This is an optimization exercise on Yosys and OpenROAD, whose aim is small area and a short achievable clock period, not a production implementation. At most, simulation tests tie the RTL to the original design; equivalence was not proved. Power and IR drop assume default switching activity.

## the reference run
==> flow/design.v <==
module cpu(
        input clk,
        input reset,
        input [31:0] op_code,
        output reg [31:0] im_addr
    );
    wire [6:0] opc = op_code[6:0];
    wire [2:0] f3  = op_code[14:12];
    wire [6:0] f7  = op_code[31:25];
    wire [4:0] rd  = op_code[11:7];
    wire [4:0] rs1 = op_code[19:15];
    wire [4:0] rs2 = op_code[24:20];
    wire is_op    = opc == 7'b0110011;
    wire is_imm   = opc == 7'b0010011;
    wire is_lui   = opc == 7'b0110111;
    wire is_auipc = opc == 7'b0010111;
    wire is_jal   = opc == 7'b1101111;
    wire is_jalr  = opc == 7'b1100111;
    wire is_br    = opc == 7'b1100011;
    wire is_sys   = opc == 7'b0000011 || opc == 7'b1110011 || opc == 7'b0001111;
    wire f7_0  = f7 == 7'b0000000;
    wire f7_32 = f7 == 7'b0100000;
    wire arith = is_imm || (is_op && (f7_0 || (f7_32 && (f3 == 3'd0 || f3 == 3'd5))));
    wire rd_e  = is_op || is_imm || is_lui || is_auipc || is_jal || is_jalr || is_sys;
    wire we    = rd_e && rd != 5'd0;
    wire use2  = is_op || is_br;
    reg [31:0] imm;
    always @(*) begin
        if (is_imm || is_jalr)
            imm = {{20{op_code[31]}}, op_code[31:20]};
        else if (is_br)
            imm = {{20{op_code[31]}}, op_code[7], op_code[30:25], op_code[11:8], 1'b0};
        else if (is_jal)
            imm = {{12{op_code[31]}}, op_code[19:12], op_code[20], op_code[30:21], 1'b0};
        else
            imm = {op_code[31:12], 12'b0};
    end
    reg        rst_q;
    reg [31:0] imm_q;
    reg [31:1] s1_q, s2_q;      
    reg        f1_q, f2_q;      
    reg        imm2_q;          
    reg [4:0]  rd_q;
    reg        we_q;
    reg        add_q, sll_q, slt_q, sltu_q, xor_q, sr_q, or_q, and_q;
    reg        lui_q, auipc_q, link_q, dead_q, sub_q, sra_q;
    reg        jal_q, jalr_q, beq_q, blt_q, bltu_q, binv_q;
    reg [31:0] res_q;
    reg [4:0]  wrd_q;
    reg        wwe_q;
    wire fwd1 = we_q && rs1 == rd_q;
    wire fwd2 = we_q && rs2 == rd_q && use2;
    integer k;
    always @(posedge clk) begin
        rst_q  <= reset;
        imm_q  <= imm;
        for (k = 1; k < 32; k = k + 1) begin
            s1_q[k] <= rs1 == k && !fwd1;
            s2_q[k] <= rs2 == k && use2 && !fwd2;
        end
        f1_q   <= fwd1;
        f2_q   <= fwd2;
        imm2_q <= is_imm || is_jalr;
        rd_q   <= rd;
        we_q   <= we;
        add_q  <= arith && f3 == 3'd0;
        sll_q  <= arith && f3 == 3'd1;
        slt_q  <= arith && f3 == 3'd2;
        sltu_q <= arith && f3 == 3'd3;
        xor_q  <= arith && f3 == 3'd4;
        sr_q   <= arith && f3 == 3'd5;
        or_q   <= arith && f3 == 3'd6;
        and_q  <= arith && f3 == 3'd7;
        lui_q  <= is_lui;
        auipc_q <= is_auipc;
        link_q <= is_jal || is_jalr;
        dead_q <= is_sys;
        sub_q  <= (is_op && f7_32 && f3 == 3'd0) || (arith && (f3 == 3'd2 || f3 == 3'd3)) || is_br;
        sra_q  <= is_op && f7_32 && f3 == 3'd5;
        jal_q  <= is_jal;
        jalr_q <= is_jalr;
        beq_q  <= is_br && f3[2:1] == 2'b00;
        blt_q  <= is_br && f3[2:1] == 2'b10;
        bltu_q <= is_br && f3[2:1] == 2'b11;
        binv_q <= f3[0];
    end
    reg [31:0] rf [1:31];
    always @(posedge clk) begin
        if (wwe_q) rf[wrd_q] <= res_q;
    end
    reg [31:0] a, b;
    integer i;
    always @(*) begin
        a = {32{f1_q}} & res_q;
        b = ({32{f2_q}} & res_q) | ({32{imm2_q}} & imm_q);
        for (i = 1; i < 32; i = i + 1) begin
            a = a | ({32{s1_q[i]}} & rf[i]);
            b = b | ({32{s2_q[i]}} & rf[i]);
        end
    end
    wire [31:0] bx = b ^ {32{sub_q}};
    wire [32:0] sum = {1'b0, a} + {1'b0, bx} + {32'b0, sub_q};
    wire ltu = !sum[32];
    wire lt  = (a[31] ^ b[31]) ? a[31] : sum[31];
    wire eq  = a == b;
    reg [31:0] a_rev, shl;
    always @(*) for (i = 0; i < 32; i = i + 1) a_rev[i] = a[31 - i];
    wire [31:0] sh_in = sll_q ? a_rev : a;
    wire [31:0] shr = $signed({sra_q & a[31], sh_in}) >>> b[4:0];
    always @(*) for (i = 0; i < 32; i = i + 1) shl[i] = shr[31 - i];
    wire [31:0] pc4   = im_addr + 32'd4;
    wire [31:0] pcimm = im_addr + imm_q;
    wire [31:0] res =
          ({32{add_q}}   & sum[31:0])
        | ({32{slt_q}}   & {31'b0, lt})
        | ({32{sltu_q}}  & {31'b0, ltu})
        | ({32{xor_q}}   & (a ^ b))
        | ({32{or_q}}    & (a | b))
        | ({32{and_q}}   & (a & b))
        | ({32{sll_q}}   & shl)
        | ({32{sr_q}}    & shr)
        | ({32{lui_q}}   & imm_q)
        | ({32{auipc_q}} & pcimm)
        | ({32{link_q}}  & pc4)
        | ({32{dead_q}}  & 32'hdeadbeef);
    wire taken = (beq_q && (eq ^ binv_q)) || (blt_q && (lt ^ binv_q)) || (bltu_q && (ltu ^ binv_q));
    always @(posedge clk) begin
        res_q <= res;
        wrd_q <= rd_q;
        wwe_q <= we_q;
        if (rst_q)       im_addr <= 32'h00010000;
        else if (jalr_q) im_addr <= sum[31:0];
        else if (jal_q || taken) im_addr <= pcimm;
        else             im_addr <= pc4;
    end
endmodule
Settings: LEC_CHECK=0, CAP_MARGIN=20, CORE_MARGIN=2, CORE_UTILIZATION=40, SLEW_MARGIN=20; clock period 10.0 ns.
run.sh (not shown) runs the stock make flow with config.mk's settings and CLKGATE_MAP_FILE= SYNTH_SCRIPT=/design/flow/synth_recipe.tcl, a recipe that flattens the netlist after the stock synthesis.
The following lists how the trial run was set up differently from the reference run:
==> flow/flow/run.sh (new file) <==
#!/bin/bash
# Standard ORFS layout, with repair_timing aiming for more setup slack than the
# period needs (the SDC and clock period are the standard flow's, unchanged).
set -euo pipefail
bash standard.sh SETUP_SLACK_MARGIN=6.5 finish > standard.log 2>&1
==> flow/standard.sh (new file) <==
#!/bin/bash
# synth_recipe.tcl (not shown) runs the flow's synth.tcl, then flattens the netlist and writes it again
# the make line also repeats each setting of config.mk as NAME=value (left out here)
make -C /OpenROAD-flow-scripts/flow DESIGN_CONFIG=/design/flow/config.mk WORK_HOME=/design/flow/orfs CLKGATE_MAP_FILE= SYNTH_SCRIPT=/design/flow/synth_recipe.tcl "${@:-finish}"
removed: flow/run.sh
## What came out
- [compare] base=the reference run new=the trial run: fmax grew by 57 MHz; final cell count without fillers grew by 5.6%; worst setup slack for register-to-register paths grew by 2.15 ns.
No functional check of the RTL was part of any run of this note.


cpu, a different RTL version from the one above (not shown whole).
Size in the first run: about 4700 cells after synthesis, about 66 I/O pins, ~0.057 mm2 of cells after synthesis.
Settings: LEC_CHECK=0, CAP_MARGIN=20, CORE_MARGIN=2, CORE_UTILIZATION=50, CTS_BUF_LIST=sky130_fd_sc_hd__clkbuf_16, CTS_CLUSTER_DIAMETER=80, CTS_CLUSTER_SIZE=24, PLACE_DENSITY=0.65, SLEW_MARGIN=20; clock period 10.0 ns.
standard.sh (not shown) runs the stock make flow with config.mk's settings and CLKGATE_MAP_FILE= SYNTH_SCRIPT=/design/flow/synth_recipe.tcl, a recipe that flattens the netlist after the stock synthesis.
==> flow/flow/run.sh <==
#!/bin/bash
# The standard ORFS layout (the standard.sh), with repair_timing asked for
# more setup slack than the clock period needs, so it keeps shortening the
# critical paths. The SDC, clock period and every other step are the standard flow's.
set -euo pipefail
bash standard.sh SETUP_SLACK_MARGIN=6.45 finish > standard.log 2>&1
The first run went through all stages and came out clean.
Then changed:
--- a/flow/flow/run.sh
+++ b/flow/flow/run.sh
@@ -6 +6 @@
-bash standard.sh SETUP_SLACK_MARGIN=6.45 finish > standard.log 2>&1
+bash standard.sh SETUP_SLACK_MARGIN=6.3 finish > standard.log 2>&1
--- a/flow/config.mk
+++ b/flow/config.mk
@@ -10 +10 @@
-export CORE_UTILIZATION = 50
+export CORE_UTILIZATION = 55
@@ -14 +14 @@
-export PLACE_DENSITY = 0.65
+export PLACE_DENSITY = 0.75
Design area shrinks by 1.8%; total power shrinks by 4.7%; synthesized cell count is unchanged; non-clock buffer count shrinks by 47; via count hardly moves; worst setup slack got worse by 0.062 ns; count of clock-buffer cells in the layout shrinks by 12; combinational power shrinks by about 2%; worst hold slack got worse by 0.0088 ns; routed wire length shrinks by about 6.4%; final cell count shrinks by about 3%.

static timing again, ports no longer ideal:
How much do the figures lean on ideal ports? The routed layouts below were timed once more, with nothing changed but the port constraints.
Step 1 sets driving cells, clkbuf_16 on the clock port and buf_2 on the other inputs (assumed; they add their load-dependent delay and slew).
Step 2 moves the port delays by t, midway between the first and last clock arrival at a register: inputs arrive t later, outputs are due t later. That takes back most of the time a late clock gives input paths.
Slacks: no drivers / after step 1 / after step 2; pairs: no drivers / after step 1.
run | shift t [ns] | setup slack, ns | latest minus earliest clock arrival (ns)
the reference run | 0.830 | 2.684 / 2.684 / 2.684 | 0.102 / 0.102
the trial run | 0.848 | 4.838 / 4.838 / 4.838 | 0.091 / 0.092
the first run of note 2 | 0.746 | 6.181 / 6.181 / 5.628 | 0.074 / 0.075
the second run of note 2 | 0.815 | 6.119 / 6.168 / 5.353 | 0.037 / 0.036
After both steps every run listed still meets setup and hold. The setup slack of the second run of note 2, which loses most, moves by +0.049 ns with the drivers and by -0.766 ns with both steps.
